Source: an optimization exercise on an open RTL-to-GDS flow (aim: small area). Production flows keep margins and buffers that such runs may drop.
In this exercise RTL edits were held to simulation tests only and were not proved equivalent to the original.
No activity file was given, so power comes from the tool's default toggle rates.

<file path="design/flow/design.v">
module crc32_next (
   input  [15:0] x,
   output [31:0] m
   );
   wire t16 = x[9] ^ x[13];
   wire t17 = x[7] ^ x[14];
   wire t18 = x[2] ^ x[6];
   wire t19 = x[3] ^ x[8];
   wire t20 = x[4] ^ x[12];
   wire t21 = x[1] ^ x[5];
   wire t22 = x[15] ^ t19;
   wire t23 = t17 ^ t18;
   wire t24 = x[0] ^ x[1];
   wire t25 = x[6] ^ t16;
   wire t26 = x[0] ^ x[10];
   wire t27 = x[11] ^ t22;
   wire t28 = x[9] ^ t20;
   wire t29 = x[6] ^ t26;
   wire t30 = x[11] ^ t21;
   wire t31 = x[10] ^ t17;
   wire t32 = x[0] ^ t20;
   wire t33 = x[5] ^ x[8];
   wire t34 = t18 ^ t32;
   wire t35 = x[4] ^ t29;
   wire t36 = x[5] ^ t22;
   wire t37 = x[15] ^ t24;
   wire t38 = x[3] ^ x[14];
   wire t39 = x[5] ^ t16;
   wire t40 = x[7] ^ t25;
   wire t41 = x[8] ^ t23;
   wire t42 = x[10] ^ t23;
   wire t43 = x[13] ^ t21;
   wire t44 = x[9] ^ x[12];
   wire t45 = x[4] ^ t30;
   wire t46 = x[7] ^ t36;
   wire t47 = x[1] ^ t31;
   wire t48 = x[2] ^ t47;
   wire t49 = x[11] ^ t24;
   wire t50 = x[3] ^ t43;
   assign m[0] = t29 ^ t44;
   assign m[1] = x[12] ^ t40 ^ t49;
   assign m[2] = t16 ^ t24 ^ t41;
   assign m[3] = x[9] ^ t22 ^ t48;
   assign m[4] = t27 ^ t34;
   assign m[5] = x[7] ^ t35 ^ t50;
   assign m[6] = t41 ^ t45;
   assign m[7] = x[2] ^ t26 ^ t46;
   assign m[8] = x[10] ^ t19 ^ t20 ^ t49;
   assign m[9] = x[2] ^ t16 ^ t20 ^ t30;
   assign m[10] = x[0] ^ x[2] ^ t38 ^ t39;
   assign m[11] = t28 ^ t37 ^ t38;
   assign m[12] = x[15] ^ t16 ^ t21 ^ t34;
   assign m[13] = t42 ^ t50;
   assign m[14] = x[4] ^ t23 ^ t27;
   assign m[15] = t28 ^ t46;
   assign m[16] = x[13] ^ t32 ^ t33;
   assign m[17] = x[14] ^ t21 ^ t25;
   assign m[18] = x[15] ^ t42;
   assign m[19] = x[7] ^ t27;
   assign m[20] = x[8] ^ t28;
   assign m[21] = x[10] ^ t39;
   assign m[22] = x[0] ^ x[11] ^ x[14] ^ t44;
   assign m[23] = t25 ^ t37;
   assign m[24] = t48;
   assign m[25] = x[2] ^ t27;
   assign m[26] = x[3] ^ t35;
   assign m[27] = x[7] ^ t45;
   assign m[28] = x[12] ^ t18 ^ t33;
   assign m[29] = x[3] ^ t40;
   assign m[30] = x[4] ^ x[8] ^ t31;
   assign m[31] = x[9] ^ x[11] ^ x[15] ^ t33;
endmodule
module pkt_proc (
  input      CLK,
  input      RST,
  input      CAR_XTEND,
  input      EOP,
  input      ERR_PROP,
  input      IDLE,
  input      LEN_MAX,
  input      NOK,
  input      PRE,
  input      SOF,
  input      SOP,
  output     RXVALID,
  output     CKDONE,
  output     WFP
);
  localparam
  Wait_for_Pkt  = 3'b000,
  Preamble      = 3'b001,
  Payload       = 3'b011,
  Bad_Pkt       = 3'b010,
  CkCRC         = 3'b110,
  CkDone        = 3'b111,
  Wait_for_Idle = 3'b100;
  reg [2:0] state;
  reg [2:0] nextstate;
  reg       err;
  assign RXVALID = (state == Payload) & !EOP;
  assign CKDONE  = (state == CkDone);
  assign WFP     = (state == Wait_for_Pkt);
  always @* begin
    case (state)
      Wait_for_Pkt : if      (err)         nextstate = Wait_for_Idle;
                     else if (SOF && SOP)  nextstate = Payload;
                     else if (SOP)         nextstate = Preamble;
                     else                  nextstate = Wait_for_Pkt;
      Bad_Pkt      :                       nextstate = Wait_for_Idle;
      CkCRC        :                       nextstate = CkDone;
      Payload      : if      (err)         nextstate = Bad_Pkt;
                     else if (EOP)         nextstate = CkCRC;
                     else                  nextstate = Payload;
      Preamble     : if      (err)         nextstate = Bad_Pkt;
                     else if (SOF)         nextstate = Payload;
                     else                  nextstate = Preamble;
      default      : if      (IDLE)        nextstate = Wait_for_Pkt;
                     else                  nextstate = Wait_for_Idle;
    endcase
  end
  always @(posedge CLK or posedge RST) begin
    if (RST)
      state <= Wait_for_Pkt;
    else
      state <= nextstate;
  end
  always @(posedge CLK or posedge RST) begin
    if (RST)
      err <= 1'b0;
    else
      case (nextstate)
        Wait_for_Pkt : err <= NOK || EOP || CAR_XTEND || ERR_PROP;
        Payload      : err <= LEN_MAX;
        Preamble     : err <= !PRE && !SOF;
        default      : err <= 1'b0;
      endcase
  end
endmodule
module rx_frame_proc
  (
   input             CLK,
   input             RST,
   input [15:0]      RXDATA,
   input [1:0]       RX_IS_K,
   output reg [15:0] FRM_DATA,
   output reg        FRM_DATA_VALID,
   output            GOOD_CRC,
   output            CRC_CHK_VLD
   );
   localparam
     D5_6  = 8'hC5,
     D16_2 = 8'h50,
     K28_5 = 8'hBC,
     K23_7 = 8'hF7,      
     K27_7 = 8'hFB,      
     K29_7 = 8'hFD,      
     K30_7 = 8'hFE,      
     PRMBL = 8'h55,      
     SOF_BYTE = 8'hD5;   
   localparam
     IDLE1 = {D5_6,K28_5},
     IDLE2 = {D16_2,K28_5};
   localparam [9:0] LEN_END = 10'h288;
   reg [15:0] data_d1, data_d2, data_r;
   reg [1:0]  k_d1;
   reg        rxvaldat_d2, rxvaldat_r;
   reg [9:0]  len_lfsr;
   reg        len_ovf;
   reg        bad_crc;
   wire       rxvaldat_d1;
   wire       wfp;
   wire       len_end = (len_lfsr == LEN_END);
   wire idle      = (k_d1 == 2'b01) && ((data_d1 == IDLE1) || (data_d1 == IDLE2));
   wire car_xtend = k_d1[1] && (data_d1[15:8] == K23_7) || k_d1[0] && (data_d1[7:0] == K23_7);
   wire err_prop  = k_d1[1] && (data_d1[15:8] == K30_7) || k_d1[0] && (data_d1[7:0] == K30_7);
   wire sop       = k_d1[0] && (data_d1[7:0] == K27_7);
   wire eop       = k_d1[1] && (data_d1[15:8] == K29_7) || k_d1[0] && (data_d1[7:0] == K29_7);
   wire pre       = !rxvaldat_d2 && ((data_d1[15:8] == PRMBL) || (data_d1[7:0] == PRMBL));
   wire sof       = !rxvaldat_d2 && ((data_d1[15:8] == SOF_BYTE) || (data_d1[7:0] == SOF_BYTE));
   wire nok       = (k_d1 == 2'b00);
   wire crc_calc    = rxvaldat_d1 & rxvaldat_r;
   wire last_crc    = ~rxvaldat_d1 & rxvaldat_d2;
   wire crc_valid_r = ~rxvaldat_d1 & rxvaldat_r;
   wire crc_load    = sop | ~(crc_calc | last_crc);
   wire crc_mtch;
   assign GOOD_CRC = !bad_crc;
   always @ (posedge CLK)
     begin
        data_d1 <= RXDATA;
        k_d1 <= RX_IS_K;
        data_d2 <= data_d1;
        data_r <= data_d2;
        rxvaldat_d2 <= rxvaldat_d1;
        rxvaldat_r <= rxvaldat_d2;
        FRM_DATA_VALID <= rxvaldat_d1 & rxvaldat_r;
        FRM_DATA       <= data_r;
     end
   pkt_proc pkt_proc_i(
              .CLK(CLK),
              .RST(RST),
              .CAR_XTEND(car_xtend),
              .EOP(eop),
              .ERR_PROP(err_prop),
              .IDLE(idle),
              .LEN_MAX(len_end | len_ovf),
              .WFP(wfp),
              .NOK(nok),
              .PRE(pre),
              .SOF(sof),
              .SOP(sop),
              .RXVALID(rxvaldat_d1),
              .CKDONE(CRC_CHK_VLD)
              );
   crc32_bgb crc_gen_i(
                       .clk(CLK),
                       .d(data_r),
                       .calc(crc_calc),
                       .load(crc_load),
                       .mtch(crc_mtch)
                       );
   always @(posedge CLK)
     begin
        if (crc_valid_r)
          bad_crc <= !crc_mtch;
        else if (sop)
          bad_crc <= 1'b0;
     end
   always @(posedge CLK)
     begin: DATA_LEN_REG
        if (!rxvaldat_d1)
          len_lfsr <= 10'h000;
        else
          len_lfsr <= {len_lfsr[8:0], ~(len_lfsr[9] ^ len_lfsr[6])};
     end
   always @(posedge CLK)
     begin
        if (wfp)
          len_ovf <= 1'b0;
        else if (len_end)
          len_ovf <= 1'b1;
     end
endmodule
module crc32_bgb (
   input        clk,
   input [15:0] d,
   input        calc,     
   input        load,     
   output       mtch      
   );
   reg  [31:0] crc_n;
   reg         init;      
   wire [31:0] crc_reg = ~crc_n;
   wire [15:0] x;
   wire [31:0] m;
   genvar j;
   generate
      for (j = 0; j < 16; j = j + 1) begin : gen_x
         assign x[j] = crc_reg[16+j] ^ d[15-j];
      end
   endgenerate
   crc32_next crc32_next_i(.x(x), .m(m));
   assign mtch = init ? (&d) : (&x);
   always @(posedge clk)
     begin
        init <= load;
        if (load)
          crc_n <= 32'h0;
        else if (calc)
          crc_n <= ~{m[31:16] ^ crc_reg[15:0], m[15:0]};
        else
          crc_n <= ~{crc_reg[15:0], m[15:0]};
     end
endmodule
module mgt_cfeb_rx
  #(
    parameter NLINK = 7
  )(
   input                   CLK,
   input                   RST,
   input                   RXREADY,        
   input  [16*NLINK-1:0]   RXDATA,         
   input  [2*NLINK-1:0]    RX_IS_K,
   input  [2*NLINK-1:0]    RXDISPERR,
   input  [2*NLINK-1:0]    RXNOTINTABLE,
   input  [NLINK-1:0]      FIFO_FULL,
   input  [NLINK-1:0]      FIFO_AFULL,
   input  [NLINK-1:0]      KILL_RXOUT,
   output [16*NLINK-1:0]   RXDATA_O,
   output [NLINK-1:0]      RXD_VALID,
   output [NLINK-1:0]      CRC_VALID,
   output [NLINK-1:0]      GOOD_CRC
   );
   wire [NLINK-1:0] rxd_valid_ch;
   wire [NLINK-1:0] crc_valid_ch;
   assign RXD_VALID = RXREADY ? (rxd_valid_ch & ~KILL_RXOUT) : {NLINK{1'b0}};
   assign CRC_VALID = RXREADY ? (crc_valid_ch & ~KILL_RXOUT) : {NLINK{1'b0}};
   genvar i;
   generate
      for (i = 0; i < NLINK; i = i + 1) begin : gen_rx_quality
         wire reset_rxd = RST | KILL_RXOUT[i];
         rx_frame_proc rx_data_check_i
           (
            .CLK(CLK),
            .RST(reset_rxd),
            .RXDATA(RXDATA[16*i +: 16]),
            .RX_IS_K(RX_IS_K[2*i +: 2]),
            .FRM_DATA(RXDATA_O[16*i +: 16]),
            .FRM_DATA_VALID(rxd_valid_ch[i]),
            .GOOD_CRC(GOOD_CRC[i]),
            .CRC_CHK_VLD(crc_valid_ch[i])
            );
      end
   endgenerate
endmodule
</file>
<file path="design/flow/run.sh">
#!/bin/bash
# synth_recipe.tcl (not shown) runs the flow's synth.tcl, then flattens the netlist and writes it again
# the make line also repeats each setting of config.mk as NAME=value (left out here)
make -C /OpenROAD-flow-scripts/flow DESIGN_CONFIG=/design/flow/config.mk WORK_HOME=/design/flow/orfs CLKGATE_MAP_FILE= SYNTH_SCRIPT=/design/flow/synth_recipe.tcl finish
</file>
<file path="design/flow/config.mk">
export PLATFORM = sky130hd
export DESIGN_NAME = mgt_cfeb_rx
export DESIGN_NICKNAME = mgt_cfeb_rx
export VERILOG_FILES = /design/flow/design.v
export SDC_FILE = /design/flow/constraint.sdc
export NUM_CORES = 4
export LEC_CHECK = 0
export CAP_MARGIN = 20
export CORE_MARGIN = 2
export CORE_UTILIZATION = 40
export PLACE_DENSITY = 0.6
export SLEW_MARGIN = 20
</file>
<file path="design/flow/constraint.sdc">
create_clock -name core_clock -period 5.0 [get_ports {CLK}]
set_input_delay 1.0000 -clock core_clock [delete_from_list [all_inputs] [get_ports {CLK}]]
set_output_delay 1.0000 -clock core_clock [all_outputs]
set_load 0.01 [all_outputs]
</file>
==> summary.txt, run 1 <==
run status=complete, no violations; Ports=311; synthesis-stage register bit count=826; vias=19.6k; fin cells=4204; largest cells by area after synthesis=dfxtp_1, xnor2_1, xor2_1, nor2_1, xnor2_2; total track usage=17.5%; Post-Route WL=70300 um; share of layout cells above drive strength 1=9.08%; clock latency on the worst-skew pair=0.63 ns; vias in the first global route=20.7k; area grow syn2layout=22.0%; worst r2r src=gen_rx_quality[2].rx_data_check_i.data_d1[5]$_DFF_P_; Max VDD drop=275 uV; Remaining Overflow, GRT=0; CP Data Required Time=4.00 ns; CTS Buf Count=85; std cell rows=102; largest net degree at the start of global routing=34; CP arrival=2.91 ns; Period minus WS final=3.91 ns; r2r setup slk=1.68 ns; TritonRoute pass-1 iters=5; Hold EP=gen_rx_quality[2].rx_data_check_i.data_r[10]$_DFF_P_; initial antenna violation count=1; Worst Skew=0.0222 ns; LEAKAGE=14.0 nW; worst hold stages=0; chip width=284 um; CP Launch Point=RXREADY; synth unique cells=82; clk slew on worst S/H paths=0.06 ns; Yosys top cell area share=50.7%; Initial Util=40.4%; sequential element share of the synthesized area=53.6%; Setup CP Type=primary input to primary output; Startpoint Class=primary input; Antenna Nets Post-Route=0; H-Tree Depth=3; Storage cell area=16700 um^2; post-placement cell area=35100 um^2; Synth area leader=dfxtp_1; placed insts=4044; ys async rst share=3.39%; Hold Path Class=flip-flop to flip-flop; via density per instance=4.67; Power Density=413 nW/um^2; post-DP HPWL=50900 um; die height=284 um; TritonCTS clock tree=built; max cap viols=0; Synth Warn #=3; setup TNS=0 ns; Final Slew Violations=0; Worst-Margin Slew=1.07 ns; die area=80400 um^2; first-pass GRT wire length=114000 um; cts-stage hold buffer count=0; EDFF count, synth=7; Max clock buf depth=3; Final Hold Vio Count=0; number of port buffers=268; Resize count post-CTS=0; Fillers=6944; multi-input logic area=14100 um^2; Worst Min Path Start=gen_rx_quality[2].rx_data_check_i.data_d2[10]$_DFF_P_; Layout Cell Area excl Fill=38100 um^2; root buffer cell=clkbuf_16; critical path peak fanout=13; Routed WL per cell=16.7 um; Synth Net Count=2969; Setup-failing EPs final=0; Top FF cell, synth=dfxtp_1; Syn Area/Cell=11.2 um^2; Layout Nets=3276; Max Clock Freq=0.256 GHz; Slew HR=28.8%; Starting DRT DRC Count=829; CP Capture Type=primary output; FF-to-FF path depth=8; period utilization=78.1%; post-CTS setup buffer count=0; RSZ-0062 raised after global routing=no; # DRC=0; # clock sinks=826; Post-Syn Area=31300 um^2; post-synthesis instance total=2784; Power Total=15.8 mW; core area=77500 um^2; Final GP Congestion=0.915
registers in the layout, indices dropped and copies added (netlist names):
register / cells
gen_rx_quality.rx_data_check_i.crc_gen_i.crc_n: 224
gen_rx_quality.rx_data_check_i.FRM_DATA: 112
gen_rx_quality.rx_data_check_i.data_d1: 112
gen_rx_quality.rx_data_check_i.data_d2: 112
gen_rx_quality.rx_data_check_i.data_r: 112
gen_rx_quality.rx_data_check_i.len_lfsr: 70
gen_rx_quality.rx_data_check_i.pkt_proc_i.state: 21
gen_rx_quality.rx_data_check_i.k_d1: 14
gen_rx_quality.rx_data_check_i.FRM_DATA_VALID: 7
gen_rx_quality.rx_data_check_i.bad_crc: 7
gen_rx_quality.rx_data_check_i.crc_gen_i.init: 7
gen_rx_quality.rx_data_check_i.len_ovf: 7
gen_rx_quality.rx_data_check_i.pkt_proc_i.err: 7
gen_rx_quality.rx_data_check_i.rxvaldat_d2: 7
gen_rx_quality.rx_data_check_i.rxvaldat_r: 7
area by class of cell:
type | count | share of cell area (%)
Antenna cell | 2 | 0.0131
Clock buffer | 118 | 6.54
Clock inverter | 40 | 1.46
Inverter | 40 | 0.394
Multi-Input combinational cell | 1860 | 37.0
Sequential cell | 826 | 43.9
Tap cell | 1040 | 3.41
Timing Repair Buffer | 278 | 7.23
metal layers:
metal	vias up	track usage [%]	share of wire [%]
met2	430	30.0	48
met5	-	0	0
met3	112	2.55	3.7
met1	9377	22.5	46
met4	0	5.62	2.3
li1	9714	-	-
cells in the final DEF (no fill, tap or decap), drive strengths merged, types with 7 or more instances in the layout:
master / n
edfxtp: 7
bufinv: 10
nor3: 31
buf: 10
dfrtp: 28
inv: 46
clkbuf: 118
and2: 74
nor4: 34
nand2: 121
nand3: 32
nand4b: 10
or4b: 10
nor4b: 19
xnor2: 646
nor4bb: 11
clkdlybuf4s50: 268
xnor3: 10
nand4: 54
and4: 8
clkinv: 20
dfxtp: 791
xor2: 219
a31oi: 11
o21ai: 28
a21oi: 42
ha: 7
nand2b: 12
nor2: 341
nor2b: 16
and3b: 8
how the worst max path moves through the flow:
stage | depth (start not counted) | to | slack [ns]
2_1_floorplan | 2 | CRC_VALID[0] | 2.37
3_5_place_dp | 4 | CRC_VALID[3] | 1.07
6_report | 4 | CRC_VALID[3] | 1.09
5_1_grt | 4 | CRC_VALID[3] | 1.04
3_3_place_gp | 4 | CRC_VALID[3] | 1.10
4_1_cts | 4 | CRC_VALID[3] | 1.07
critical path, stage by stage:
cell and delay, ns:
clkdlybuf4s50_1 0.46, buf_4 0.30, nor4bb_1 0.49, clkdlybuf4s50_1 0.64
kinds of logic after synthesis:
logic type                 Yosys count  share of synthesized area, %
xor gates and xnor gates           881                          28.3
DFF                                826                          53.6
and+or+nand+nor                    816                          13.1
AOI/OAI and AO/OA                  149                          3.15
buffers and inverters               98                          1.31
muxes                                7                         0.236
adders and majority gates            7                         0.280
metrics by stage:
step | setup slack (ns) | hold WS (ns) | util (%)
finish | 1.09 | 0.318 | 49.2
global route | 1.04 | 0.327 | 49.2
CTS | 1.07 | 0.313 | 49.2
detailed placement | 1.07 | 0.312 | 45.3
global placement | 1.10 | 0.309 | 45.3
floorplan | 2.37 | 0.310 | -
synth_stat cells, types with 8 or more instances:
cell type and n:
dfxtp_1 791, buf_2 13, xnor3_1 10, a31oi_1 11
nor4b_1 19, nor2_1 341, nand3_1 32, xnor2_2 76
clkbuf_1 34, nor2b_1 16, and3b_1 8, nand2b_1 12
dfrtp_1 28, inv_1 38, o21ai_0 25, a21oi_1 42
nand2_1 121, and2_1 74, nand4_1 54, nor4_1 33
nand4b_1 10, xor2_2 17, nor3_1 31, xnor2_1 561
nor4bb_1 11, xnor2_4 9, xor2_1 200
power by group:
group / leakage (nW) / internal, mW / switching, mW
Sequential: 6.98 / 6.82 / 0.241
Combinational: 5.54 / 1.03 / 0.963
Clock: 1.50 / 4.05 / 2.65
Total: 14.0 / 11.9 / 3.86
==> run 2: changes to the inputs <==
--- a/design/flow/config.mk
+++ b/design/flow/config.mk
@@ -8,5 +8,6 @@
 export CAP_MARGIN = 20
 export CORE_MARGIN = 2
 export CORE_UTILIZATION = 40
+export CTS_BUF_LIST = sky130_fd_sc_hd__clkbuf_4 sky130_fd_sc_hd__clkbuf_8
 export PLACE_DENSITY = 0.6
 export SLEW_MARGIN = 20
==> summary.txt, run 2 <==
share of layout cells above drive strength 1=12.0%; H-Tree Depth=4; Top FF cell, synth=dfxtp_1; Worst Skew=0.0386 ns; Fillers=6959; most frequent cells in the layout=dfxtp_1, xnor2_1, nor2_1; CTS Buf Count=139; first-pass GRT wire length=115000 um; LEAKAGE=14.2 nW; Slew HR=25.7%; cts-stage hold buffer count=0; # DRC=0; chip width=284 um; Max Clock Freq=0.259 GHz; setup TNS=0 ns; CP Capture Type=primary output; Synth area leader=dfxtp_1; period utilization=77.2%; die height=284 um; Final Slew Violations=0; Routed WL per cell=16.5 um; Period minus WS final=3.86 ns; largest cells by area after synthesis=dfxtp_1, xnor2_1, xor2_1, nor2_1, xnor2_2; Post-Route WL=70700 um; number of port buffers=268; Biggest register=gen_rx_quality.rx_data_check_i.crc_gen_i.crc_n; Storage cell area=16700 um^2; synth unique cells=82; TritonRoute pass-1 iters=8; CP Data Required Time=4.00 ns; post-placement cell area=35100 um^2; sequential element share of the synthesized area=53.6%; Hold Path Class=flip-flop to flip-flop; most frequent CP cell=clkdlybuf4s50_1; Max VDD drop=256 uV; Final GP Congestion=0.915; vias=20.1k; CP max-delay cell=clkdlybuf4s50_1; largest net degree at the start of global routing=34; Layout Cell Area excl Fill=38400 um^2; die area=80400 um^2; clk slew on worst S/H paths=0.06 ns; Synth Net Count=2969; root buffer cell=clkbuf_8; Syn Area/Cell=11.2 um^2; run status=complete, no violations; commonest non-fill, non-tap cell in the layout=dfxtp_1; Antenna Nets Post-Route=0; # clock sinks=826; Max clock buf depth=3; Synth Warn #=3; TritonCTS clock tree=built; Layout Nets=3330; Starting DRT DRC Count=798; commonest cells in the netlist=dfxtp_1, xnor2_1, nor2_1; clock latency on the worst-skew pair=0.78 ns; core area=77500 um^2; Setup-failing EPs final=0; synthesis-stage register bit count=826; max FFs per register=224; Worst-Margin Slew=1.11 ns; RSZ-0062 raised after global routing=no; Remaining Overflow, GRT=0; total track usage=17.7%; count leader, synth=dfxtp_1; critical path peak fanout=14; Final Hold Vio Count=0; CP max stage delay=0.64 ns; Yosys top cell area share=50.7%; crit path cell chain=clkdlybuf4s50_1, buf_4, nor4bb_1, clkdlybuf4s50_1; max cap viols=0; via density per instance=4.68; Power Density=415 nW/um^2; Ports=311; ys async rst share=3.39%; Setup CP Type=primary input to primary output; EDFF count, synth=7; Resize count post-CTS=0; post-DP HPWL=50900 um; multi-input logic area=14100 um^2; post-synthesis instance total=2784; initial antenna violation count=2; CP arrival=2.86 ns; Initial Util=40.4%; Post-Syn Area=31300 um^2; Startpoint Class=primary input; area grow syn2layout=22.8%; vias in the first global route=21.2k; post-CTS setup buffer count=0; std cell rows=102
-- run 2: cell count changes in the layout (fill, tap and decap cells not counted), moves of 2 or more --
| cell | delta |
|---|---|
| bufinv_16 | +3 |
| diode_2 | +2 |
| inv_8 | +3 |
| clkbuf_1 | -12 |
| inv_12 | +2 |
| clkbuf_16 | -88 |
| inv_16 | -2 |
| inv_6 | +2 |
| clkbuf_4 | +34 |
| clkinv_4 | -5 |
| clkbuf_8 | +158 |
-- run 2: path summary, 6_finish.rpt --
kind	cells past startpoint	startpoint	slack, ns	end
worst max-delay path	4	RXREADY	1.14	CRC_VALID[3]
worst min-delay path	0	gen_rx_quality[3].rx_data_check_i.data_d2[13]$_DFF_P_	0.31	gen_rx_quality[3].rx_data_check_i.data_r[13]$_DFF_P_
worst max register to register	8	gen_rx_quality[2].rx_data_check_i.data_d1[5]$_DFF_P_	1.60	flip-flop
worst min register to register	0	gen_rx_quality[3].rx_data_check_i.data_d2[13]$_DFF_P_	0.31	gen_rx_quality[3].rx_data_check_i.data_r[13]$_DFF_P_
max in group asynchronous	3	RST	3.70	gen_rx_quality[4].rx_data_check_i.pkt_proc_i.err$_DFF_PP0_
min in group asynchronous	2	KILL_RXOUT[0]	0.56	asynchronous set/reset pin
-- run 2: worst max-delay path, delay by kind of cell --
family        cells  cell delay, ns
buf+inv           3            1.37
simple gates      1            0.47
-- run 2: layer usage --
metal / share of wire [%] / wire [um] / global-route usage (%) / vias to the layer above
met2: 48 / 34300 / 30.0 / 552
met5: 0 / 0 / 0 / -
li1: - / - / - / 9851
met4: 2.4 / 1670 / 6.71 / 0
met1: 45 / 31500 / 22.2 / 9570
met3: 4.7 / 3310 / 3.77 / 136
-- run 2: kinds of logic after synthesis --
group / after synthesis / synth area share (%)
and+or+nand+nor: 816 / 13.1
AOI/OAI and AO/OA: 149 / 3.15
buffers and inverters: 98 / 1.31
muxes: 7 / 0.236
xor gates and xnor gates: 881 / 28.3
DFF: 826 / 53.6
adders and majority gates: 7 / 0.280
-- run 2: final cells by class --
type / instances / area share, %
diodes: 4 / 0.0261
clock buffers: 210 / 6.97
clock inverters: 41 / 1.63
inverters: 40 / 0.391
multi-input cells: 1860 / 36.8
flip-flops and latches: 826 / 43.6
well taps: 1040 / 3.39
repair buffers: 278 / 7.18
-- run 2: power by group --
part	switching [mW]	internal, mW
clock	2.73	4.14
combinational	0.961	1.03
sequential	0.242	6.83
-- run 2: per-stage QoR --
stage	total power, mW	setup WS [ns]	instances	utilization [%]	hold slack [ns]
2_1_floorplan	8.64	2.37	2784	-	0.310
3_3_place_gp	9.18	1.10	4044	45.3	0.309
3_5_place_dp	9.18	1.07	4044	45.3	0.312
4_1_cts	16.2	1.07	4295	49.5	0.306
5_1_grt	16.7	1.04	4296	49.6	0.309
6_report	15.9	1.14	4299	49.6	0.305
==> run 3: changes to the inputs <==
==> design/flow/config.mk (replaced) <==
export PLATFORM = sky130hd
export DESIGN_NAME = mgt_cfeb_rx
export DESIGN_NICKNAME = mgt_cfeb_rx
export VERILOG_FILES = /design/flow/design.v
export SDC_FILE = /design/flow/constraint.sdc
export NUM_CORES = 4
export LEC_CHECK = 0
export CAP_MARGIN = 20
export CORE_MARGIN = 2
export CORE_UTILIZATION = 50
export CTS_BUF_LIST = sky130_fd_sc_hd__clkbuf_8
export CTS_CLUSTER_DIAMETER = 50
export CTS_CLUSTER_SIZE = 16
export PLACE_DENSITY = 0.65
export SLEW_MARGIN = 20
==> summary.txt, run 3 <==
max cap viols=0; Top FF cell, synth=dfxtp_1; run status=complete, no violations; commonest non-fill, non-tap cell in the layout=dfxtp_1; Layout Nets=3269; Starting DRT DRC Count=1083; H-Tree Depth=3; Fillers=5189; largest net degree at the start of global routing=34; vias in the first global route=19.5k; Worst-Margin Slew=0.941 ns; critical path peak fanout=13; # clock sinks=826; Syn Area/Cell=11.2 um^2; Remaining Overflow, GRT=0; crit path cell chain=clkdlybuf4s50_1, buf_4, nor4bb_1, clkdlybuf4s50_1; max FFs per register=224; number of port buffers=268; Max Clock Freq=0.259 GHz; Max VDD drop=268 uV; Ports=311; Routed WL per cell=16.7 um; Setup CP Type=primary input to primary output; total track usage=20.6%; clock latency on the worst-skew pair=0.69 ns; die height=254 um; Internal=9.92 mW; Final GP Congestion=0.912; Antenna Nets Post-Route=0; Clock Power Share=33.4%; area grow syn2layout=17.3%; TritonCTS clock tree=built; CP max stage delay=0.64 ns; CP Data Required Time=4.00 ns; vias=19.5k; post-CTS setup buffer count=0; synth unique cells=82; ys async rst share=3.39%; Post-Route WL=66600 um; share of layout cells above drive strength 1=8.65%; Biggest register=gen_rx_quality.rx_data_check_i.crc_gen_i.crc_n; chip width=254 um; Setup-failing EPs final=0; Yosys top cell area share=50.7%; Hold Path Class=flip-flop to flip-flop; Post-Syn Area=31300 um^2; setup TNS=0 ns; die area=64500 um^2; period utilization=77.2%; Sw Pwr=3.64 mW; Synth Warn #=3; Final Slew Violations=0; Final Util=59.4%; commonest cells in the netlist=dfxtp_1, xnor2_1, nor2_1; initial antenna violation count=1; synthesis-stage register bit count=826; Net Sw Frac=26.8%; post-DP HPWL=48600 um; Resize count post-CTS=0; CP arrival=2.86 ns; count leader, synth=dfxtp_1; CTS Buf Count=80; largest cells by area after synthesis=dfxtp_1, xnor2_1, xor2_1, nor2_1, xnor2_2; Power Density=370 nW/um^2; CP max-delay cell=clkdlybuf4s50_1; CP Capture Type=primary output; LEAKAGE=13.5 nW; cts-stage hold buffer count=0; Max clock buf depth=3; most frequent cells in the layout=dfxtp_1, xnor2_1, nor2_1; post-synthesis instance total=2784; clk slew on worst S/H paths=0.09 ns; EDFF count, synth=7; most frequent CP cell=clkdlybuf4s50_1; Seq pwr share=52.0%; first-pass GRT wire length=106000 um; sequential element share of the synthesized area=53.6%; Synth area leader=dfxtp_1; # DRC=0; Slew HR=36.8%; via density per instance=4.90; Initial Util=50.7%; Synth Net Count=2969; Final Hold Vio Count=0; core area=61700 um^2; std cell rows=91; combinational share of power=14.6%; Period minus WS final=3.86 ns; Startpoint Class=primary input; Worst Skew=0.0312 ns; root buffer cell=clkbuf_8; TritonRoute pass-1 iters=5; RSZ-0062 raised after global routing=no
-- run 3: cell counts after synthesis --
No cell type changed its count.
-- run 3: final cells by class --
cell class | count | area, um^2 | area share, %
sequential | 826 | 16700 | 45.7
multi-input combinational | 1860 | 14100 | 38.6
timing repair buffer | 276 | 2740 | 7.48
clock buffer | 85 | 1170 | 3.19
tap | 837 | 1050 | 2.86
clock inverter | 57 | 659 | 1.80
inverter | 40 | 150 | 0.410
antenna | 2 | 5.00 | 0.0137
-- run 3: layer usage --
| metal | GRT usage, % | part of all wire (%) | vias to the layer above |
|---|---|---|---|
| met1 | 27.9 | 46 | 9181 |
| li1 | - | - | 9680 |
| met5 | 0 | 0 | - |
| met4 | 5.66 | 2.2 | 0 |
| met3 | 3.46 | 4.4 | 116 |
| met2 | 34.1 | 47 | 525 |
-- run 3: cells by family (layout without fill, tap and decap cells) --
group | Yosys count | count (layout) | share of synthesized area (%)
DFF | 826 | 826 | 53.6
and+or+nand+nor | 816 | 816 | 13.1
buffers and inverters | 98 | 458 | 1.31
adders and majority gates | 7 | 7 | 0.280
muxes | 7 | 7 | 0.236
xor gates and xnor gates | 881 | 881 | 28.3
AOI/OAI and AO/OA | 149 | 149 | 3.15
other | 0 | 2 | 0
-- run 3: final timing paths --
check	slack, ns	start	to	cells after the start
min reg2reg	0.32	gen_rx_quality[2].rx_data_check_i.data_d2[5]$_DFF_P_	gen_rx_quality[2].rx_data_check_i.data_r[5]$_DFF_P_	0
max reg2reg	1.94	gen_rx_quality[0].rx_data_check_i.data_d1[1]$_DFF_P_	flip-flop	8
min in group asynchronous	0.64	KILL_RXOUT[1]	gen_rx_quality[1].rx_data_check_i.pkt_proc_i.err$_DFF_PP0_	2
min	0.32	gen_rx_quality[2].rx_data_check_i.data_d2[5]$_DFF_P_	gen_rx_quality[2].rx_data_check_i.data_r[5]$_DFF_P_	0
max in group asynchronous	3.31	RST	asynchronous set/reset pin	2
max	1.14	RXREADY	CRC_VALID[3]	4
-- run 3: critical path, delay by kind of cell --
kind          cells  cell delay (ns)
simple gates      1             0.46
buf+inv           3             1.39
-- run 3: power groups by stage --
stage	Combinational (mW)	Clock [mW]	Sequential (mW)
after floorplan	1.53	0	7.11
after global placement	1.97	0	7.19
after detailed placement	1.97	0	7.20
after CTS	1.99	4.69	7.05
after global routing	2.15	4.96	7.08
final	1.98	4.53	7.05
-- run 3: stage by stage --
stage / hold WS (ns) / setup WS (ns) / power, mW / instances / instance area (um^2)
floorplan: 0.310 / 2.37 / 8.64 / 2784 / 31300
global placement: 0.310 / 1.11 / 9.16 / 3839 / 34800
detailed placement: 0.312 / 1.12 / 9.17 / 3839 / 34800
CTS: 0.319 / 1.12 / 13.7 / 3981 / 36600
global route: 0.321 / 1.08 / 14.2 / 3983 / 36700
finish: 0.322 / 1.14 / 13.6 / 3983 / 36700
==> run 4: changes to the inputs <==
==> design/flow/flow/run.sh (new file) <==
#!/bin/bash
# Own layout flow: the standard ORFS flow (standard.sh, unchanged synthesis,
# floorplan, power grid and tap cells) with two layout choices changed:
#  * port buffers use the smallest buffer (buf_1) instead of the one buffer_ports
#    picks by default (clkdlybuf4s50_1): every input and output still gets a buffer;
#  * clock tree synthesis without dummy loads, with sink clusters sized for clkbuf_8.
# The make output goes to flow_make.log; ORFS writes each tool's log under orfs/logs.
set -euo pipefail
bash standard.sh \
  "BUFFER_PORTS_ARGS=-buffer_cell sky130_fd_sc_hd__buf_1" \
  "CTS_ARGS=-sink_clustering_enable -repair_clock_nets -dont_use_dummy_load -sink_clustering_size 16 -sink_clustering_max_diameter 50 -buf_list sky130_fd_sc_hd__clkbuf_8" \
  finish > flow_make.log 2>&1
==> design/flow/standard.sh (new file) <==
#!/bin/bash
# synth_recipe.tcl (not shown) runs the flow's synth.tcl, then flattens the netlist and writes it again
# the make line also repeats each setting of config.mk as NAME=value (left out here)
make -C /OpenROAD-flow-scripts/flow DESIGN_CONFIG=/design/flow/config.mk WORK_HOME=/design/flow/orfs CLKGATE_MAP_FILE= SYNTH_SCRIPT=/design/flow/synth_recipe.tcl "${@:-finish}"
==> design/flow/config.mk (replaced) <==
export PLATFORM = sky130hd
export DESIGN_NAME = mgt_cfeb_rx
export DESIGN_NICKNAME = mgt_cfeb_rx
export VERILOG_FILES = /design/flow/design.v
export SDC_FILE = /design/flow/constraint.sdc
export NUM_CORES = 4
export LEC_CHECK = 0
export CAP_MARGIN = 20
export CORE_MARGIN = 2
export CORE_UTILIZATION = 40
export PLACE_DENSITY = 0.6
export SLEW_MARGIN = 20
removed: design/flow/run.sh
==> summary.txt, run 4 <==
TritonCTS clock tree=built; vias in the first global route=19.3k; core area=77500 um^2; initial antenna violation count=3; sequential element share of the synthesized area=53.6%; Max VDD drop=245 uV; Remaining Overflow, GRT=0; Starting DRT DRC Count=772; Worst-Margin Slew=1.05 ns; CP arrival=2.23 ns; Antenna Nets Post-Route=0; LEAKAGE=12.5 nW; area grow syn2layout=11.0%; CTS Buf Count=90; CP Data Required Time=4.00 ns; EDFF count, synth=7; first-pass GRT wire length=107000 um; vias=19.1k; Fillers=7464; Top FF cell, synth=dfxtp_1; Post-Route WL=67000 um; largest net degree at the start of global routing=34; cts-stage hold buffer count=0; largest cells by area after synthesis=dfxtp_1, xnor2_1, xor2_1, nor2_1, xnor2_2; Final Slew Violations=0; Final Hold Vio Count=0; clock latency on the worst-skew pair=0.72 ns; Startpoint Class=primary input; die area=80400 um^2; Post-Syn Area=31300 um^2; routing usage on met3=3.07%; via density per instance=4.60; Synth Warn #=3; Synth Net Count=2969; synth unique cells=82; GR met1 Demand/Resource=22.1%; root buffer cell=clkbuf_8; max FFs per register=224; run status=complete, no violations; most frequent cells in the layout=dfxtp_1, xnor2_1, nor2_1; ys async rst share=3.39%; Synth area leader=dfxtp_1; # DRC=0; number of port buffers=268; count leader, synth=dfxtp_1; Initial Util=40.4%; Biggest register=gen_rx_quality.rx_data_check_i.crc_gen_i.crc_n; die height=284 um; # clock sinks=826; clk slew on worst S/H paths=0.08 ns; Power Total=12.6 mW; RSZ-0062 raised after global routing=no; commonest cells in the netlist=dfxtp_1, xnor2_1, nor2_1; share of layout cells above drive strength 1=7.55%; period utilization=64.6%; Worst Skew=0.117 ns; TritonRoute pass-1 iters=4; crit path cell chain=clkbuf_2, nor4bb_1, buf_1; setup TNS=0 ns; critical path peak fanout=13; crit-path leading delay family=buffers and inverters; H-Tree Depth=3; chip width=284 um; CP max-delay cell=nor4bb_1; std cell rows=102; post-DP HPWL=48900 um; Max clock buf depth=3; Period minus WS final=3.23 ns; busiest grt layer=met2; Power Density=363 nW/um^2; Hold Path Class=primary input to asynchronous set/reset pin; Ports=311; post-CTS setup buffer count=0; Max Clock Freq=0.309 GHz; CP max stage delay=0.51 ns; Routed WL per cell=16.2 um; max cap viols=0; Buf/Inv on CP=2; Yosys top cell area share=50.7%; Setup-failing EPs final=0; CP Capture Type=primary output; Layout Nets=3285; synthesis-stage register bit count=826; Setup CP Type=primary input to primary output; Syn Area/Cell=11.2 um^2; grt met2 use=27.4%; total track usage=16.7%; commonest non-fill, non-tap cell in the layout=dfxtp_1; Slew HR=30.0%; Final GP Congestion=0.854; post-synthesis instance total=2784; Resize count post-CTS=0
[run 4: cell counts after synthesis]
Identical to the previous run, type by type.
[run 4: routing by layer]
metal	part of all wire, %	up-vias
met2	47	339
met3	3.7	104
met5	0	-
met4	2.7	0
li1	-	9650
met1	47	8967
[run 4: path summary, 6_finish.rpt]
kind	cells past startpoint	slack, ns	endpoint	start
setup / recovery	3	1.77	CRC_VALID[3]	RXREADY
hold / removal	2	0.27	gen_rx_quality[0].rx_data_check_i.pkt_proc_i.err$_DFF_PP0_	KILL_RXOUT[0]
setup reg to reg	8	1.93	flip-flop	gen_rx_quality[0].rx_data_check_i.data_d1[1]$_DFF_P_
hold reg to reg	0	0.29	gen_rx_quality[0].rx_data_check_i.data_r[1]$_DFF_P_	gen_rx_quality[0].rx_data_check_i.data_d2[1]$_DFF_P_
max in group asynchronous	3	3.98	gen_rx_quality[4].rx_data_check_i.pkt_proc_i.err$_DFF_PP0_	RST
min in group core_clock	0	0.29	gen_rx_quality[0].rx_data_check_i.data_r[1]$_DFF_P_	gen_rx_quality[0].rx_data_check_i.data_d2[1]$_DFF_P_
[run 4: cells by family after synthesis]
kind of cell               Yosys count  share of synthesized area [%]
AOI/OAI and AO/OA                  149                           3.15
DFF                                826                           53.6
xor gates and xnor gates           881                           28.3
buffers and inverters               98                           1.31
adders and majority gates            7                          0.280
muxes                                7                          0.236
and+or+nand+nor                    816                           13.1
[run 4: through the flow]
| step | instances | hold WS [ns] | worst slack (ns) | cell area, um^2 | utilization (%) |
|---|---|---|---|---|---|
| floorplan | 2784 | 0.310 | 2.37 | 31300 | - |
| global placement | 4046 | 0.310 | 1.71 | 33400 | 43.1 |
| detailed placement | 4048 | 0.312 | 1.71 | 33400 | 43.2 |
| CTS | 4138 | 0.194 | 1.71 | 34700 | 44.8 |
| global route | 4140 | 0.210 | 1.54 | 34700 | 44.8 |
| finish | 4140 | 0.269 | 1.77 | 34700 | 44.8 |
[run 4: layout make-up]
cell class | instances | area [um^2] | area share [%]
Clock buffer | 90 | 1240 | 3.57
Sequential cell | 826 | 16700 | 48.3
Tap cell | 1040 | 1300 | 3.75
Multi-Input combinational cell | 1860 | 14100 | 40.7
Inverter | 40 | 150 | 0.433
Antenna cell | 2 | 5.00 | 0.0144
Timing Repair Buffer | 282 | 1120 | 3.23
[run 4: power by group]
part	internal (mW)	switching, mW	leakage, nW
clock	1.59	2.08	0.647
combinational	0.906	0.952	4.83
sequential	6.82	0.238	6.98
[run 4: worst register-to-register path: cells and delay by family, from the launching register on]
family	cells	cell delay, ns
compound gates	2	0.30
buf+inv	1	0.28
flops	1	0.42
simple gates	5	1.94
==> run 5: changes to the inputs <==
--- a/design/flow/design.v
+++ b/design/flow/design.v
@@ -2,73 +2,115 @@
    input  [15:0] x,
    output [31:0] m
    );
-   wire t16 = x[9] ^ x[13];
-   wire t17 = x[7] ^ x[14];
-   wire t18 = x[2] ^ x[6];
-   wire t19 = x[3] ^ x[8];
-   wire t20 = x[4] ^ x[12];
-   wire t21 = x[1] ^ x[5];
-   wire t22 = x[15] ^ t19;
-   wire t23 = t17 ^ t18;
-   wire t24 = x[0] ^ x[1];
-   wire t25 = x[6] ^ t16;
-   wire t26 = x[0] ^ x[10];
-   wire t27 = x[11] ^ t22;
-   wire t28 = x[9] ^ t20;
-   wire t29 = x[6] ^ t26;
-   wire t30 = x[11] ^ t21;
-   wire t31 = x[10] ^ t17;
-   wire t32 = x[0] ^ t20;
-   wire t33 = x[5] ^ x[8];
-   wire t34 = t18 ^ t32;
-   wire t35 = x[4] ^ t29;
-   wire t36 = x[5] ^ t22;
-   wire t37 = x[15] ^ t24;
-   wire t38 = x[3] ^ x[14];
-   wire t39 = x[5] ^ t16;
-   wire t40 = x[7] ^ t25;
-   wire t41 = x[8] ^ t23;
-   wire t42 = x[10] ^ t23;
-   wire t43 = x[13] ^ t21;
-   wire t44 = x[9] ^ x[12];
-   wire t45 = x[4] ^ t30;
-   wire t46 = x[7] ^ t36;
-   wire t47 = x[1] ^ t31;
-   wire t48 = x[2] ^ t47;
-   wire t49 = x[11] ^ t24;
-   wire t50 = x[3] ^ t43;
-   assign m[0] = t29 ^ t44;
-   assign m[1] = x[12] ^ t40 ^ t49;
-   assign m[2] = t16 ^ t24 ^ t41;
-   assign m[3] = x[9] ^ t22 ^ t48;
-   assign m[4] = t27 ^ t34;
-   assign m[5] = x[7] ^ t35 ^ t50;
-   assign m[6] = t41 ^ t45;
-   assign m[7] = x[2] ^ t26 ^ t46;
-   assign m[8] = x[10] ^ t19 ^ t20 ^ t49;
-   assign m[9] = x[2] ^ t16 ^ t20 ^ t30;
-   assign m[10] = x[0] ^ x[2] ^ t38 ^ t39;
-   assign m[11] = t28 ^ t37 ^ t38;
-   assign m[12] = x[15] ^ t16 ^ t21 ^ t34;
-   assign m[13] = t42 ^ t50;
-   assign m[14] = x[4] ^ t23 ^ t27;
-   assign m[15] = t28 ^ t46;
-   assign m[16] = x[13] ^ t32 ^ t33;
-   assign m[17] = x[14] ^ t21 ^ t25;
-   assign m[18] = x[15] ^ t42;
-   assign m[19] = x[7] ^ t27;
-   assign m[20] = x[8] ^ t28;
-   assign m[21] = x[10] ^ t39;
-   assign m[22] = x[0] ^ x[11] ^ x[14] ^ t44;
-   assign m[23] = t25 ^ t37;
-   assign m[24] = t48;
-   assign m[25] = x[2] ^ t27;
-   assign m[26] = x[3] ^ t35;
-   assign m[27] = x[7] ^ t45;
-   assign m[28] = x[12] ^ t18 ^ t33;
-   assign m[29] = x[3] ^ t40;
-   assign m[30] = x[4] ^ x[8] ^ t31;
-   assign m[31] = x[9] ^ x[11] ^ x[15] ^ t33;
+   wire s16 = x[9] ^ x[13];
+   wire s17 = x[0] ^ x[6];
+   wire s18 = x[4] ^ x[8];
+   wire s19 = x[7] ^ x[14];
+   wire s20 = x[3] ^ x[15];
+   wire s21 = x[2] ^ s19;
+   wire s22 = x[1] ^ x[5];
+   wire s23 = x[9] ^ x[12];
+   wire s24 = s18 ^ s23;
+   wire s25 = x[10] ^ s21;
+   wire s26 = x[1] ^ s25;
+   wire s27 = x[8] ^ s20;
+   wire s28 = x[11] ^ s27;
+   wire s29 = x[7] ^ s28;
+   wire s30 = x[2] ^ s28;
+   wire s31 = x[10] ^ s17;
+   wire s32 = s23 ^ s31;
+   wire s33 = x[0] ^ x[14];
+   wire s34 = s16 ^ s17;
+   wire s35 = x[1] ^ s34;
+   wire s36 = x[15] ^ s35;
+   wire s37 = x[5] ^ s16;
+   wire s38 = x[10] ^ s37;
+   wire s39 = x[3] ^ s37;
+   wire s40 = x[4] ^ x[12];
+   wire s41 = x[2] ^ s40;
+   wire s42 = x[11] ^ s22;
+   wire s43 = x[5] ^ s41;
+   wire s44 = s36 ^ s43;
+   wire s45 = x[5] ^ s33;
+   wire s46 = s35 ^ s45;
+   wire s47 = s27 ^ s45;
+   wire s48 = s25 ^ s47;
+   wire s49 = x[6] ^ s18;
+   wire s50 = s43 ^ s49;
+   wire s51 = s21 ^ s49;
+   wire s52 = s42 ^ s51;
+   wire s53 = x[9] ^ s26;
+   wire s54 = s27 ^ s53;
+   wire s55 = x[6] ^ s39;
+   wire s56 = s53 ^ s55;
+   wire s57 = x[5] ^ x[7];
+   wire s58 = s55 ^ s57;
+   wire s59 = x[2] ^ s33;
+   wire s60 = s39 ^ s59;
+   wire s61 = s29 ^ s46;
+   wire s62 = s20 ^ s51;
+   wire s63 = x[11] ^ s62;
+   wire s64 = x[12] ^ s61;
+   wire s65 = s47 ^ s64;
+   wire s66 = s62 ^ s64;
+   wire s67 = x[10] ^ s19;
+   wire s68 = s18 ^ s67;
+   wire s69 = x[13] ^ s39;
+   wire s70 = s28 ^ s69;
+   wire s71 = x[7] ^ s42;
+   wire s72 = x[4] ^ s71;
+   wire s73 = s26 ^ s44;
+   wire s74 = s61 ^ s73;
+   wire s75 = x[3] ^ s31;
+   wire s76 = x[4] ^ s75;
+   wire s77 = x[15] ^ s25;
+   wire s78 = x[6] ^ s77;
+   wire s79 = s23 ^ s33;
+   wire s80 = x[11] ^ s79;
+   wire s81 = x[0] ^ s37;
+   wire s82 = s24 ^ s81;
+   wire s83 = s24 ^ s47;
+   wire s84 = s22 ^ s83;
+   wire s85 = s56 ^ s59;
+   wire s86 = x[4] ^ s85;
+   wire s87 = s17 ^ s40;
+   wire s88 = s30 ^ s87;
+   wire s89 = s21 ^ s35;
+   wire s90 = x[8] ^ s89;
+   wire s91 = s20 ^ s57;
+   wire s92 = s24 ^ s91;
+   assign m[0] = s32;
+   assign m[1] = s65;
+   assign m[2] = s90;
+   assign m[3] = s54;
+   assign m[4] = s88;
+   assign m[5] = s86;
+   assign m[6] = s52;
+   assign m[7] = s48;
+   assign m[8] = s74;
+   assign m[9] = s66;
+   assign m[10] = s60;
+   assign m[11] = s84;
+   assign m[12] = s44;
+   assign m[13] = s56;
+   assign m[14] = s63;
+   assign m[15] = s92;
+   assign m[16] = s82;
+   assign m[17] = s46;
+   assign m[18] = s78;
+   assign m[19] = s29;
+   assign m[20] = s24;
+   assign m[21] = s38;
+   assign m[22] = s80;
+   assign m[23] = s36;
+   assign m[24] = s26;
+   assign m[25] = s30;
+   assign m[26] = s76;
+   assign m[27] = s72;
+   assign m[28] = s50;
+   assign m[29] = s58;
+   assign m[30] = s68;
+   assign m[31] = s70;
 endmodule
 module pkt_proc (
   input      CLK,
==> design/flow/flow/run.sh (replaced) <==
#!/bin/bash
# Own layout flow: the standard ORFS flow (standard.sh: the standard synthesis,
# floorplan, power grid and tap cells), with these layout choices changed:
#  * after the standard synthesis, flow/shrink.py sets combinational cells to their
#    smallest drive strength and splits 3-input XOR/XNOR cells into 2-input ones
#    (registers untouched); the layout's repair steps size cells up where needed;
#  * port buffers use the smallest buffer (buf_1) instead of buffer_ports' default
#    (clkdlybuf4s50_1): every input and output still gets its own buffer;
#  * clock tree synthesis without dummy loads, with sink clusters sized for clkbuf_8.
# Each step's output goes to a log file in this folder; ORFS also writes each
# tool's log under orfs/logs.
set -euo pipefail
R=orfs/results/sky130hd/mgt_cfeb_rx/base
LIB=$FLOW_HOME/platforms/sky130hd/lib/sky130_fd_sc_hd__tt_025C_1v80.lib
CTS_SIZE=$(cat flow/cts_size)
CTS_DIAM=$(cat flow/cts_diameter)
bash standard.sh synth > flow_synth.log 2>&1
cp $R/1_2_yosys.v flow_standard_synth.v
python3 flow/shrink.py $LIB flow_standard_synth.v $R/1_2_yosys.v > flow_shrink.log 2>&1
rm -f $R/1_synth.odb $R/1_synth.sdc
bash standard.sh \
  "BUFFER_PORTS_ARGS=-buffer_cell sky130_fd_sc_hd__buf_1" \
  "CTS_ARGS=-sink_clustering_enable -repair_clock_nets -dont_use_dummy_load -sink_clustering_size $CTS_SIZE -sink_clustering_max_diameter $CTS_DIAM -buf_list sky130_fd_sc_hd__clkbuf_8" \
  finish > flow_finish.log 2>&1
==> design/flow/flow/cts_diameter (new file) <==
60
==> design/flow/flow/cts_size (new file) <==
20
==> design/flow/flow/shrink.py (new file) <==
#!/usr/bin/env python3
# Rewrites the standard synthesis netlist (yosys write_verilog output) before
# floorplanning, combinational cells only (registers are left exactly as they are):
#  * every combinational cell is set to its smallest drive strength (the layout's
#    repair steps size cells up again where timing, slew or load need it);
#  * each 3-input XOR/XNOR cell becomes two 2-input cells, which are smaller.
# usage: shrink.py LIBERTY NETLIST_IN NETLIST_OUT
import re, sys
lib, fin, fout = sys.argv[1:4]
libtxt = open(lib).read()
cells = set(re.findall(r'^\s*cell\s*\(\s*"?(sky130_fd_sc_hd__\w+?)"?\s*\)', libtxt, re.M))
DONT = re.compile(r'__(probe_p|probec_p|lpflow_|clkdlybuf|dlygate|dlymetal|clkbuf|clkinv|bufbuf|bufinv|conb|tap|fill|decap|diode|df|dl|ed|sd|sr|macro|ebufn|einv)')
src = open(fin).read()
inst_re = re.compile(r'^(\s*)(sky130_fd_sc_hd__(\w+?)_(\d+))\s+(\S+)\s*\((.*?)\);\s*$', re.M | re.S)
n_size = 0; n_x3 = 0; newid = [0]
extra_wires = []
def fresh():
    newid[0] += 1
    w = '_shrink_%d_' % newid[0]
    extra_wires.append(w)
    return w
def repl(m):
    global n_size, n_x3
    ind, cell, base, drive, name, body = m.groups()
    if DONT.search(cell):
        return m.group(0)
    pins = dict(re.findall(r'\.(\w+)\s*\(\s*(.*?)\s*\)\s*(?:,|$)', body.strip(), re.S))
    if base in ('xor3', 'xnor3') and set(pins) == {'A', 'B', 'C', 'X'}:
        n_x3 += 1
        w = fresh()
        a = '%ssky130_fd_sc_hd__xor2_1 %s_a (\n%s  .A(%s),\n%s  .B(%s),\n%s  .X(%s)\n%s);\n' % (
            ind, name, ind, pins['A'], ind, pins['B'], ind, w, ind)
        second = 'xor2' if base == 'xor3' else 'xnor2'
        pout = 'X' if base == 'xor3' else 'Y'
        b = '%ssky130_fd_sc_hd__%s_1 %s_b (\n%s  .A(%s),\n%s  .B(%s),\n%s  .%s(%s)\n%s);' % (
            ind, second, name, ind, w, ind, pins['C'], ind, pout, pins['X'], ind)
        return a + b
    small = 'sky130_fd_sc_hd__%s_1' % base
    if drive != '1' and small in cells:
        n_size += 1
        return m.group(0).replace(cell, small, 1)
    return m.group(0)
out = inst_re.sub(repl, src)
if extra_wires:
    # declare the new wires in the (single) top module
    decl = ''.join('  wire %s;\n' % w for w in extra_wires)
    out = re.sub(r'(\bmodule\s+\w+\s*\(.*?\);\n)', lambda m: m.group(1) + decl, out, count=1, flags=re.S)
open(fout, 'w').write(out)
print('downsized %d cells, split %d xor3/xnor3 cells' % (n_size, n_x3))
--- a/design/flow/config.mk
+++ b/design/flow/config.mk
@@ -7,6 +7,6 @@
 export LEC_CHECK = 0
 export CAP_MARGIN = 20
 export CORE_MARGIN = 2
-export CORE_UTILIZATION = 40
-export PLACE_DENSITY = 0.6
+export CORE_UTILIZATION = 55
+export PLACE_DENSITY = 0.7
 export SLEW_MARGIN = 20
==> summary.txt, run 5 <==
Final WS setup=1.60 ns; Synth Net Count=2948; Remaining Overflow, GRT=0; max FFs per register=224; routing usage on met3=3.18%; die height=237 um; Worst Skew=0.0907 ns; Initial Util=55.6%; # clock sinks=826; Max clock buf depth=3; grt met2 use=35.7%; commonest non-fill, non-tap cell in the layout=dfxtp_1; Startpoint Class=flip-flop; FF-to-FF path depth=8; CP Capture Type=flip-flop; via density per instance=5.14; H-Tree Depth=2; Max VDD drop=312 uV; die area=56300 um^2; first-pass GRT wire length=99000 um; GR met1 Demand/Resource=29.6%; Synth Warn #=3; period utilization=68.0%; TritonCTS clock tree=built; post-CTS setup buffer count=0; cts-stage hold buffer count=0; Ports=311; Slew HR=27.5%; clock latency on the worst-skew pair=0.68 ns; Final Slew Violations=0; CP arrival=3.88 ns; Post-Route WL=61700 um; Power Density=366 nW/um^2; run status=complete, no violations; post-DP HPWL=46000 um; Layout Nets=3227; initial antenna violation count=3; Max Clock Freq=0.294 GHz; Syn Area/Cell=10.8 um^2; std cell rows=85; Antenna Nets Post-Route=0; TritonRoute pass-1 iters=5; vias=19.2k; RSZ-0062 raised after global routing=no; Post-Syn Area=29900 um^2; Starting DRT DRC Count=972; Setup CP Type=flip-flop to flip-flop; Period minus WS final=3.40 ns; critical path peak fanout=33; chip width=237 um; clk slew on worst S/H paths=0.11 ns; DP Worst Slack=1.56 ns; largest net degree at the start of global routing=34; worst r2r src=gen_rx_quality[0].rx_data_check_i.data_d1[10]$_DFF_P_; CP Data Required Time=5.48 ns; busiest grt layer=met2; root buffer cell=clkbuf_8; # DRC=0; number of port buffers=268; Worst-Margin Slew=1.09 ns; CTS Buf Count=54; Biggest register=gen_rx_quality.rx_data_check_i.crc_gen_i.crc_n; most frequent cells in the layout=dfxtp_1, xnor2_1, nor2_1; Fillers=4540; total track usage=21.7%; Setup-failing EPs final=0; r2r setup slk=1.60 ns; Hold Path Class=primary input to asynchronous set/reset pin; Resize count post-CTS=0; CP Launch Point=gen_rx_quality[0].rx_data_check_i.data_d1[10]$_DFF_P_; vias in the first global route=19.2k; setup TNS=0 ns; area grow syn2layout=8.48%; Final Hold Vio Count=0; LEAKAGE=11.7 nW; post-synthesis instance total=2770; core area=53800 um^2; max cap viols=0; Routed WL per cell=16.5 um; Final GP Congestion=0.928; share of layout cells above drive strength 1=2.46%
## run 5: through the flow
stage          hold slack, ns  area, um^2  total power [mW]  cells  utilization, %
3_3_place_gp            0.310       31700              9.16   3689            58.9
5_1_grt                 0.260       32400              12.5   3744            60.3
2_1_floorplan           0.310       29900              8.76   2770               -
6_report                0.283       32400              11.9   3744            60.3
4_1_cts                 0.217       32400              12.0   3743            60.3
3_5_place_dp            0.312       31700              9.18   3689            58.9
## run 5: area by class of cell
class | count | area, um^2 | share of cell area (%)
diodes | 1 | 2.50 | 0.00771
well taps | 696 | 871 | 2.68
flip-flops and latches | 826 | 16700 | 51.6
multi-input cells | 1837 | 12800 | 39.4
clock buffers | 54 | 743 | 2.29
repair buffers | 283 | 1120 | 3.45
inverters | 47 | 176 | 0.544
## run 5: metal layers
| layer | wire length (um) | vias to the layer above |
|---|---|---|
| li1 | - | 9590 |
| met4 | 1810 | 0 |
| met5 | 0 | - |
| met3 | 2730 | 102 |
| met2 | 28300 | 427 |
| met1 | 28800 | 9117 |
## run 5: report_power, final
group	leakage (nW)	switching (mW)	total, mW	internal, mW
sequential	6.98	0.226	7.04	6.82
clock	0.388	1.87	2.84	0.968
combinational	4.32	1.08	2.00	0.927
total	11.7	3.17	11.9	8.71
## run 5: worst max-delay path, stage by stage, from the launching register on
cell,delay [ns]
dfxtp_1,0.44
nand4_1,0.13
nor4_1,0.42
nor2_1,0.14
nand2_1,0.18
inv_1,0.16
nand2_1,0.70
a21o_1,0.89
nor2_1,0.12
## run 5: how the worst min path moves through the flow
stage	slack (ns)	to	from
after floorplan	0.31	gen_rx_quality[0].rx_data_check_i.data_r[0]$_DFF_P_	gen_rx_quality[0].rx_data_check_i.data_d2[0]$_DFF_P_
after global placement	0.31	gen_rx_quality[4].rx_data_check_i.data_r[3]$_DFF_P_	gen_rx_quality[4].rx_data_check_i.data_d2[3]$_DFF_P_
after detailed placement	0.31	gen_rx_quality[0].rx_data_check_i.data_r[10]$_DFF_P_	gen_rx_quality[0].rx_data_check_i.data_d2[10]$_DFF_P_
after CTS	0.22	asynchronous set/reset pin	KILL_RXOUT[0]
after global routing	0.26	asynchronous set/reset pin	KILL_RXOUT[1]
final	0.28	asynchronous set/reset pin	KILL_RXOUT[1]
==> run 6: changes to the inputs <==
==> design/flow/flow/cts_size (replaced) <==
18
==> summary.txt, run 6 <==
run status=complete, no violations; initial antenna violation count=2; CP Data Required Time=4.00 ns; via density per instance=5.15; Synth Warn #=3; first-pass GRT wire length=99300 um; largest net degree at the start of global routing=34; TritonRoute pass-1 iters=5; post-synthesis instance total=2770; Startpoint Class=primary input; CTS Buf Count=58; Layout Cell Area excl Fill=32500 um^2; Max Clock Freq=0.294 GHz; core area=53800 um^2; root buffer cell=clkbuf_8; # clock sinks=826; std cell rows=85; Resize count post-CTS=0; CP max stage delay=0.45 ns; worst hold slack=0.289 ns; Power Density=369 nW/um^2; Setup-failing EPs final=0; Max clock buf depth=3; Slew HR=25.8%; total track usage=21.8%; LEAKAGE=11.7 nW; Post-Syn Area=29900 um^2; Post-Route WL=61900 um; Setup CP Type=primary input to primary output; max FFs per register=224; H-Tree Depth=2; Layout Nets=3231; Final Hold Vio Count=0; Fillers=4534; number of port buffers=268; die height=237 um; Max VDD drop=347 uV; Biggest register=gen_rx_quality.rx_data_check_i.crc_gen_i.crc_n; chip width=237 um; Hold Path Class=primary input to asynchronous set/reset pin; critical path peak fanout=7; area grow syn2layout=8.67%; post-CTS setup buffer count=0; most frequent cells in the layout=dfxtp_1, xnor2_1, nor2_1; cts-stage hold buffer count=0; max cap viols=0; RSZ-0062 raised after global routing=no; share of layout cells above drive strength 1=2.59%; Syn Area/Cell=10.8 um^2; # DRC=0; Remaining Overflow, GRT=0; Final GP Congestion=0.928; post-DP HPWL=46000 um; CP max-delay cell=buf_1; clk slew on worst S/H paths=0.10 ns; vias in the first global route=19.2k; Starting DRT DRC Count=977; Worst Skew=0.0506 ns; clock latency on the worst-skew pair=0.69 ns; Period minus WS final=3.40 ns; vias=19.3k; period utilization=68.0%; Final Slew Violations=0; Routed WL per cell=16.5 um; die area=56300 um^2; CP arrival=2.40 ns; Worst-Margin Slew=1.11 ns; commonest non-fill, non-tap cell in the layout=dfxtp_1; Synth Net Count=2948; setup TNS=0 ns; Antenna Nets Post-Route=0; CP Capture Type=primary output; crit path cell chain=buf_1, buf_4, nor4bb_1, buf_1; Ports=311; TritonCTS clock tree=built; most frequent CP cell=buf_1; Initial Util=55.6%; post-placement cell area=31700 um^2; r2r setup slk=1.65 ns; Final Util=60.4%
[run 6: worst paths after layout]
kind,start,endpoint,cells past startpoint
setup / recovery,RXREADY,CRC_VALID[2],4
hold / removal,KILL_RXOUT[1],asynchronous set/reset pin,2
setup reg to reg,gen_rx_quality[0].rx_data_check_i.data_d1[10]$_DFF_P_,flip-flop,8
hold reg to reg,gen_rx_quality[5].rx_data_check_i.data_d2[6]$_DFF_P_,gen_rx_quality[5].rx_data_check_i.data_r[6]$_DFF_P_,0
max in group asynchronous,RST,asynchronous set/reset pin,2
min in group core_clock,gen_rx_quality[5].rx_data_check_i.data_d2[6]$_DFF_P_,gen_rx_quality[5].rx_data_check_i.data_r[6]$_DFF_P_,0
[run 6: power breakdown]
group | total (mW) | internal, mW | switching, mW
clock | 2.93 | 1.04 | 1.90
combinational | 2.00 | 0.927 | 1.07
sequential | 7.04 | 6.82 | 0.225
total | 12.0 | 8.78 | 3.20
[run 6: area by class of cell]
cell class	count	area, um^2	share of cell area, %
Sequential cell	826	16700	51.5
Tap cell	696	871	2.68
Timing Repair Buffer	283	1120	3.44
Inverter	47	176	0.543
Clock buffer	58	798	2.46
Multi-Input combinational cell	1837	12800	39.3
Antenna cell	2	5.00	0.0154
[run 6: metal layers]
layer / wire length [um] / global-route usage (%) / vias to the layer above
met5: 0 / 0 / -
met4: 1880 / 7.62 / 0
met3: 2790 / 2.93 / 112
met2: 28400 / 35.7 / 480
met1: 28800 / 29.7 / 9123
li1: - / - / 9606
[run 6: stage by stage]
step                std cells  total power [mW]  worst slack [ns]
floorplan                2770              8.76              2.37
global placement         3689              9.16              1.53
detailed placement       3689              9.18              1.56
CTS                      3747              12.1              1.56
global route             3749              12.6              1.32
finish                   3749              12.0              1.60
[run 6: worst max-delay path, delay by kind of cell]
family	cells	cell delay [ns]
buffers and inverters	3	0.95
and+or+nand+nor	1	0.44
==> run 7: changes to the inputs <==
==> design/flow/flow/cts_diameter (replaced) <==
50
==> design/flow/flow/cts_size (replaced) <==
16
--- a/design/flow/config.mk
+++ b/design/flow/config.mk
@@ -7,6 +7,6 @@
 export LEC_CHECK = 0
 export CAP_MARGIN = 20
 export CORE_MARGIN = 2
-export CORE_UTILIZATION = 55
-export PLACE_DENSITY = 0.7
+export CORE_UTILIZATION = 40
+export PLACE_DENSITY = 0.6
 export SLEW_MARGIN = 20
==> summary.txt, run 7 <==
die height=277 um; core area=74200 um^2; TritonRoute pass-1 iters=5; std cell rows=100; Final Hold Vio Count=0; Layout Nets=3272; Antenna Nets Post-Route=0; most frequent cells in the layout=dfxtp_1, xnor2_1, nor2_1; Power Density=382 nW/um^2; RSZ-0062 raised after global routing=no; max FFs per register=224; root buffer cell=clkbuf_8; Synth Net Count=2948; LEAKAGE=12.0 nW; Storage cell area=16700 um^2; max cap viols=0; # clock sinks=826; first-pass GRT wire length=103000 um; Slew HR=34.2%; # DRC=0; critical path peak fanout=14; Period minus WS final=3.39 ns; CP Data Required Time=4.00 ns; Seq pwr share=55.4%; vias in the first global route=18.9k; r2r setup slk=1.88 ns; Remaining Overflow, GRT=0; run status=complete, no violations; Routed WL per cell=15.9 um; Net Sw Frac=26.5%; Power Total=12.7 mW; cts-stage hold buffer count=0; Synth Warn #=3; largest net degree at the start of global routing=34; post-CTS setup buffer count=0; worst r2r src=gen_rx_quality[2].rx_data_check_i.data_d1[10]$_DFF_P_; setup TNS=0 ns; Biggest register=gen_rx_quality.rx_data_check_i.crc_gen_i.crc_n; Post-Route WL=64800 um; worst hold slack=0.253 ns; Worst-Margin Slew=0.980 ns; die area=77000 um^2; number of port buffers=268; FF-to-FF path depth=10; Setup CP Type=primary input to primary output; clk slew on worst S/H paths=0.09 ns; via density per instance=4.67; CTS Buf Count=91; multi-input logic area=12800 um^2; Max VDD drop=246 uV; Starting DRT DRC Count=894; Final Slew Violations=0; Sw Pwr=3.37 mW; Hold EP=gen_rx_quality[4].rx_data_check_i.data_r[15]$_DFF_P_; post-synthesis instance total=2770; Initial Util=40.3%; Max clock buf depth=3; chip width=277 um; Syn Area/Cell=10.8 um^2; Hold Path Class=flip-flop to flip-flop; Ports=311; total track usage=16.7%; share of layout cells above drive strength 1=4.01%; TritonCTS clock tree=built; CP arrival=2.39 ns; Max Clock Freq=0.295 GHz; post-DP HPWL=47600 um; vias=19.0k; period utilization=67.8%; Post-Syn Area=29900 um^2; initial antenna violation count=1; worst hold stages=0; H-Tree Depth=3; Clock Power Share=28.8%; CP Capture Type=primary output; Internal=9.36 mW; Final GP Congestion=0.889; Startpoint Class=primary input; combinational share of power=15.8%; Worst Min Path Start=gen_rx_quality[4].rx_data_check_i.data_d2[15]$_DFF_P_; commonest non-fill, non-tap cell in the layout=dfxtp_1; Setup-failing EPs final=0; Resize count post-CTS=0; clock latency on the worst-skew pair=0.69 ns; Final Util=45.0%; area grow syn2layout=11.6%; Worst Skew=0.110 ns; Fillers=7102
-- run 7: through the flow --
| step | std cells | cell area [um^2] | setup slack, ns |
|---|---|---|---|
| 6_report | 4063 | 33400 | 1.61 |
| 5_1_grt | 4063 | 33400 | 1.55 |
| 4_1_cts | 4061 | 33400 | 1.52 |
| 3_5_place_dp | 3970 | 32100 | 1.51 |
| 3_3_place_gp | 3970 | 32100 | 1.55 |
| 2_1_floorplan | 2770 | 29900 | 2.37 |
-- run 7: worst max-delay path by stage --
stage | from | to | slack (ns) | cells past startpoint
3_3_place_gp | RXREADY | CRC_VALID[3] | 1.55 | 3
4_1_cts | RXREADY | CRC_VALID[3] | 1.52 | 3
6_report | RXREADY | CRC_VALID[3] | 1.61 | 3
5_1_grt | gen_rx_quality[2].rx_data_check_i.data_d1[10]$_DFF_P_ | flip-flop | 1.55 | 10
2_1_floorplan | RXREADY | CRC_VALID[3] | 2.37 | 2
3_5_place_dp | RXREADY | CRC_VALID[3] | 1.51 | 3
-- run 7: power by group through the flow --
stage | combinational (mW) | sequential (mW) | clock [mW]
after floorplan | 1.66 | 7.10 | 0
after global placement | 2.02 | 7.20 | 0
after detailed placement | 2.01 | 7.20 | 0
after CTS | 2.03 | 7.05 | 3.85
after global routing | 2.23 | 7.08 | 4.10
final | 2.01 | 7.05 | 3.67
-- run 7: area by class of cell --
type / instances / area share (%)
Antenna cell: 2 / 0.0150
Inverter: 47 / 0.529
Sequential cell: 826 / 50.2
Multi-Input combinational cell: 1837 / 38.3
Timing Repair Buffer: 291 / 3.54
Tap cell: 969 / 3.63
Clock buffer: 91 / 3.75
-- run 7: per-layer routing --
metal | wire, um | GRT usage [%]
met1 | 30000 | 21.8
met2 | 30200 | 27.7
met3 | 2860 | 3.66
met4 | 1710 | 5.23
met5 | 0 | 0
-- run 7: worst max-delay path, cell delays in order --
cell      delay [ns]
clkbuf_2        0.45
nor4b_1         0.68
buf_1           0.23

==> separate check: timing with driven ports <==
The results above use ideal ports. As a check the final layouts listed here were re-extracted and re-timed, cells and wires unchanged. Step 1 assumes that a clkbuf_16 drives the clock port and a buf_2 every other input. Step 2 also shifts input and output timing later by t, the mid clock arrival at the registers, as if the neighbouring blocks saw the same clock. a / b / c = ideal ports / drivers / drivers and shift; a / b = the first two.
| run | t (ns) | slack for setup (ns) |
|---|---|---|
| run 1 | 0.682 | 1.094 / 1.071 / 1.071 |
| run 2 | 0.819 | 1.140 / 1.116 / 1.116 |
| run 3 | 0.734 | 1.138 / 1.115 / 1.115 |
| run 4 | 0.722 | 1.768 / 1.745 / 1.745 |
| run 5 | 0.698 | 1.600 / 1.600 / 1.600 |
| run 6 | 0.719 | 1.602 / 1.572 / 1.572 |
| run 7 | 0.694 | 1.610 / 1.585 / 1.585 |
After both steps setup and hold are still met in every run listed.
